Background: an optimization exercise with open tools, aiming at small area. Do not read the settings as production practice. In this exercise RTL edits were held to simulation tests only and were not proved equivalent to the original.

Design ERM16_microprocessor, start of the top module:
module ERM16_microprocessor (input logic init,clk,input logic [15:0] DI,output logic [15:0] ADDR_BUS,DO,output logic wrmem,ioe,intreq);
==> module alu16, before the edit <==
module alu16 (input logic [15:0] a, b, input logic [4:0] func, input logic f3in,
              input logic md_v, input logic [15:0] md_res,
              output logic [5:0] flagsout, output logic [15:0] y);
  logic is_logic, is_as, is_sub, is_rev, is_cmp;
  assign is_logic = func[4];
  assign is_as  = (func[4:1] == 4'b0000);
  assign is_sub = is_as & func[0];
  assign is_rev = (func == 5'b00101);
  assign is_cmp = (func == 5'b01000);
  logic [16:0] sum;
  logic [15:0] bx;
  assign bx = b ^ {16{func[0]}};
  always_comb begin
    logic c;
    c = f3in ^ func[0];
    for (int i = 0; i < 16; i++) begin
      sum[i] = a[i] ^ bx[i] ^ c;
      c = (a[i] & bx[i]) | (a[i] & c) | (bx[i] & c);
    end
    sum[16] = c;
  end
  logic [15:0] lg;
  always_comb
    for (int i = 0; i < 16; i++) lg[i] = b[i] ? (a[i] ? func[3] : func[1]) : (a[i] ? func[2] : func[0]);
  logic cmp_eq, cmp_lt;
  assign cmp_lt = (a[15:1] == 15'd0);
  assign cmp_eq = (a[15:2] == 14'd0) & a[1] & ~a[0];
  assign y = ({16{is_logic}} & lg)
           | ({16{is_as & ~md_v}} & sum[15:0])
           | ({16{md_v}}     & md_res)
           | ({16{is_rev}}   & {b[7:0], b[15:8]});
  assign flagsout[5] = is_cmp & cmp_eq;
  assign flagsout[4] = is_as & (sum[16] ^ func[0]);
  assign flagsout[3] = 1'b0;
  assign flagsout[2] = 1'b0;
  assign flagsout[1] = is_cmp & ~cmp_eq & ~cmp_lt;
  assign flagsout[0] = is_cmp & cmp_lt;
endmodule
==> module ERM16_microprocessor, before the edit <==
module ERM16_microprocessor (input logic init,clk,input logic [15:0] DI,output logic [15:0] ADDR_BUS,DO,output logic wrmem,ioe,intreq);
  logic we3, rst, hlt, wrpc, pcen, prefix, jump, ch, ret, wrflags, seladdr, flagbit;
  logic [1:0] spc_b;
  logic [1:0] stwr;
  logic [4:0] func;
  logic [6:0]  q_ir;
  logic [8:0]  q_op;
  logic [15:0] RD1, RD2, a, b, imm, PC, A_ALU, B_ALU, y, WD3;
  logic bh;
  logic [2:0]  A1, A3;
  logic [5:0]  flags, flags_in;
  always_ff @(posedge clk) begin
    q_ir <= DI[15:9];
    q_op <= DI[8:0];
  end
  assign imm = {{10{q_op[5]}}, q_op[5:0]};
  assign A1  = ret ? 3'b111 : q_op[8:6];
  assign A3  = ch  ? 3'b111 : q_op[8:6];
  always_comb begin
    case (stwr)
      2'd1:    WD3 = imm;
      2'd2:    WD3 = b;
      2'd3:    WD3 = DI;
      default: WD3 = y;
    endcase
  end
  logic md_e, mul_e, sh_e;
  logic [15:0] boh, bin;
  logic b16e, bz;
  assign md_e  = (func == 5'b00010) | (func == 5'b00011) | (func == 5'b00100) | (func[4:1] == 4'b0011);
  assign mul_e = (func == 5'b00010) | (func == 5'b00110);
  assign sh_e  = (func[4:1] == 4'b0011);
  always_comb
    for (int i = 0; i < 16; i++) boh[i] = (B_ALU[15:4] == 12'd0) && (B_ALU[3:0] == 4'(i));
  assign b16e = sh_e & (B_ALU == 16'd16);
  assign bin  = sh_e ? boh : B_ALU;
  logic v1, v2, m1, qs1, k1, a_stale, smul;
  logic [2:0] d1;
  logic [12:0] R;           
  logic [15:0] X;           
  logic [6:0]  rin0;
  logic [5:0]  abs;
  logic [15:10] qs;
  logic [12:0] rs;
  logic [3:0]  q3;
  logic [16:0] r3o;
  logic [15:0] mdres;
  assign smul = v1 ? m1 : mul_e;
  assign rin0 = v1 ? R[6:0] : 7'd0;
  assign abs  = v1 ? X[15:10] : a[15:10];
  mdu_rows #(6, 11)  mdus(.rin(rin0), .abit(abs), .b(bin), .b16(1'b0), .mul(smul), .q(qs), .rout(rs));
  mdu_rows #(12, 15) mdu3(.rin(R), .abit(X[15:12]), .b(b), .b16(bh), .mul(m1), .q(q3), .rout(r3o));
  always_ff @(posedge clk) begin
    v1 <= md_e;
    v2 <= v1 & ~rst;
    if (md_e) begin
      m1 <= mul_e; qs1 <= (func == 5'b00011) | (func == 5'b00111); k1 <= sh_e; d1 <= A3;
    end
    R <= rs;
    X <= {v1 ? X[9:0] : a[9:0], qs};
    a_stale <= (A1 == d1);
  end
  assign bz = (b == 16'd0);
  assign mdres = qs1 ? ((k1 & bz) ? 16'd0 : {X[11:0], q3}) : r3o[15:0];
  logic fwd1, rf_we;
  logic [2:0] rf_wa;
  logic [15:0] rf_wd;
  assign fwd1  = v2 & (A1 == d1);
  assign rf_we = (we3 & ~md_e) | v2;
  assign rf_wa = v2 ? d1 : A3;
  assign rf_wd = WD3;    
  reg_file regfile(.clk(clk), .rst(rst), .RA1(A1), .RA2(q_op[5:3]), .WA3(rf_wa), .WE3(rf_we), .WD3(rf_wd), .RD1(RD1), .RD2(RD2));
  always_ff @(posedge clk) begin
    if (rst) a <= 16'h0; else a <= fwd1 ? mdres : RD1;
    b <= (md_e | v1) ? bin : RD2;
    bh <= md_e ? b16e : bh;
  end
  assign A_ALU = wrflags ? a : PC;
  always_comb begin
    case (spc_b)
      2'd0:    B_ALU = b;
      2'd1:    B_ALU = imm;
      default: B_ALU = 16'd2;
    endcase
  end
  alu16 ALU(.a(A_ALU), .b(B_ALU), .func(func), .f3in(flags[3]), .md_v(v2), .md_res(mdres), .flagsout(flags_in), .y(y));
  always_ff @(posedge clk) begin
    if (rst) flags <= 6'h0;
    else if (wrflags) flags <= flags_in;
    else if (v2 & m1 & ~k1) flags[4] <= r3o[16];
    else if (v2 & m1 & k1) flags[3] <= r3o[16];
  end
  muxflags mux_Jcc(.DI(flags), .sel(jsel), .DO(flagbit));
  logic [2:0] jsel;
  always_ff @(posedge clk) begin
    if (rst) PC <= 16'h0;
    else if (pcen) PC <= jump ? (prefix ? imm : a) : y;
  end
  always_ff @(posedge clk) begin
    if (rst) ADDR_BUS <= 16'h0; else ADDR_BUS <= seladdr ? b : PC;
    if (rst) DO <= 16'h0; else if (!hlt) DO <= (v2 & a_stale) ? mdres : a;
  end
  control_unit cb(.opcode(q_ir), .clk(clk), .state_flag_bit(flagbit), .init(init),
    .wrmem(wrmem), .ioe(ioe), .intreq(intreq), .we3(we3), .rst(rst), .hlt(hlt), .wrpc(wrpc), .pcen(pcen),
    .prefix(prefix), .jump(jump), .ch(ch), .ret(ret), .wrflags(wrflags), .seladdr(seladdr),
    .jsel(jsel), .func(func), .stwr(stwr), .spc_b(spc_b));
endmodule
clock: 30.0 ns
lec_check: 0
abc_area: 1
cap_margin: 20
core_margin: 2
core_utilization: 40
cts_buf_list: sky130_fd_sc_hd__clkbuf_8
cts_cluster_diameter: 60
cts_cluster_size: 16
slew_margin: 20
run.sh (not shown) runs the stock make flow with config.mk's settings and CLKGATE_MAP_FILE= SYNTH_SCRIPT=/design/flow/synth_recipe.tcl, a recipe that flattens the netlist after the stock synthesis.
Edit:
--- a/flow/design.v
+++ b/flow/design.v
@@ -56,13 +56,13 @@
       c = (a[i] & bx[i]) | (a[i] & c) | (bx[i] & c);
     end
     sum[16] = c;
   end
   logic [15:0] lg;
   always_comb
-    for (int i = 0; i < 16; i++) lg[i] = b[i] ? (a[i] ? func[3] : func[1]) : (a[i] ? func[2] : func[0]);
+    for (int i = 0; i < 16; i++) lg[i] = func[{a[i], b[i]}];
   logic cmp_eq, cmp_lt;
   assign cmp_lt = (a[15:1] == 15'd0);
   assign cmp_eq = (a[15:2] == 14'd0) & a[1] & ~a[0];
   assign y = ({16{is_logic}} & lg)
            | ({16{is_as & ~md_v}} & sum[15:0])
            | ({16{md_v}}     & md_res)
@@ -257,14 +257,16 @@
   logic md_e, mul_e, sh_e;
   logic [15:0] boh, bin;
   logic b16e, bz;
   assign md_e  = (func == 5'b00010) | (func == 5'b00011) | (func == 5'b00100) | (func[4:1] == 4'b0011);
   assign mul_e = (func == 5'b00010) | (func == 5'b00110);
   assign sh_e  = (func[4:1] == 4'b0011);
-  always_comb
-    for (int i = 0; i < 16; i++) boh[i] = (B_ALU[15:4] == 12'd0) && (B_ALU[3:0] == 4'(i));
+  always_comb begin
+    boh = 16'd0;
+    if (B_ALU[15:4] == 12'd0) boh[B_ALU[3:0]] = 1'b1;
+  end
   assign b16e = sh_e & (B_ALU == 16'd16);
   assign bin  = sh_e ? boh : B_ALU;
   logic v1, v2, m1, qs1, k1, a_stale, smul;
   logic [2:0] d1;
   logic [12:0] R;           
   logic [15:0] X;           
The new run completed without violations.
Non-clock buffer count drops by 14.
Count of clock-buffer cells in the layout drops by 1.
Flip-flop and latch count is unchanged.
Fmax drops by a few percent.
Setup slack gets worse by 700 ps.
Global-route usage drops by 0.38 points.
Die area drops slightly.
Routed wire length drops slightly.
Synthesized cell count drops slightly.

port drivers added, routing unchanged:
In the flow no input, the clock included, has a driving cell. The finished layouts below were timed again as built, in two steps.
Step 1, drivers: a clkbuf_16 drives clk and a buf_2 each remaining input, both assumed.
Step 2, shift: input delay + t, output delay - t, t = (earliest + latest rising clock arrival at the registers) / 2. This alone moves slack from input paths to output paths.
Slacks: ideal / step 1 / step 2; pairs: ideal / step 1.
run | t, ns | setup slack, ns | worst setup path after step 2 | clock arrival spread, ns | pins driven straight from the clock port
the first run | 0.725 | 2.849 / 2.849 / 2.849 | register to register | 0.051 / 0.050 | 1
the second run | 0.711 | 2.148 / 2.148 / 2.148 | register to register | 0.072 / 0.072 | 1
After both steps every run listed still meets setup and hold.
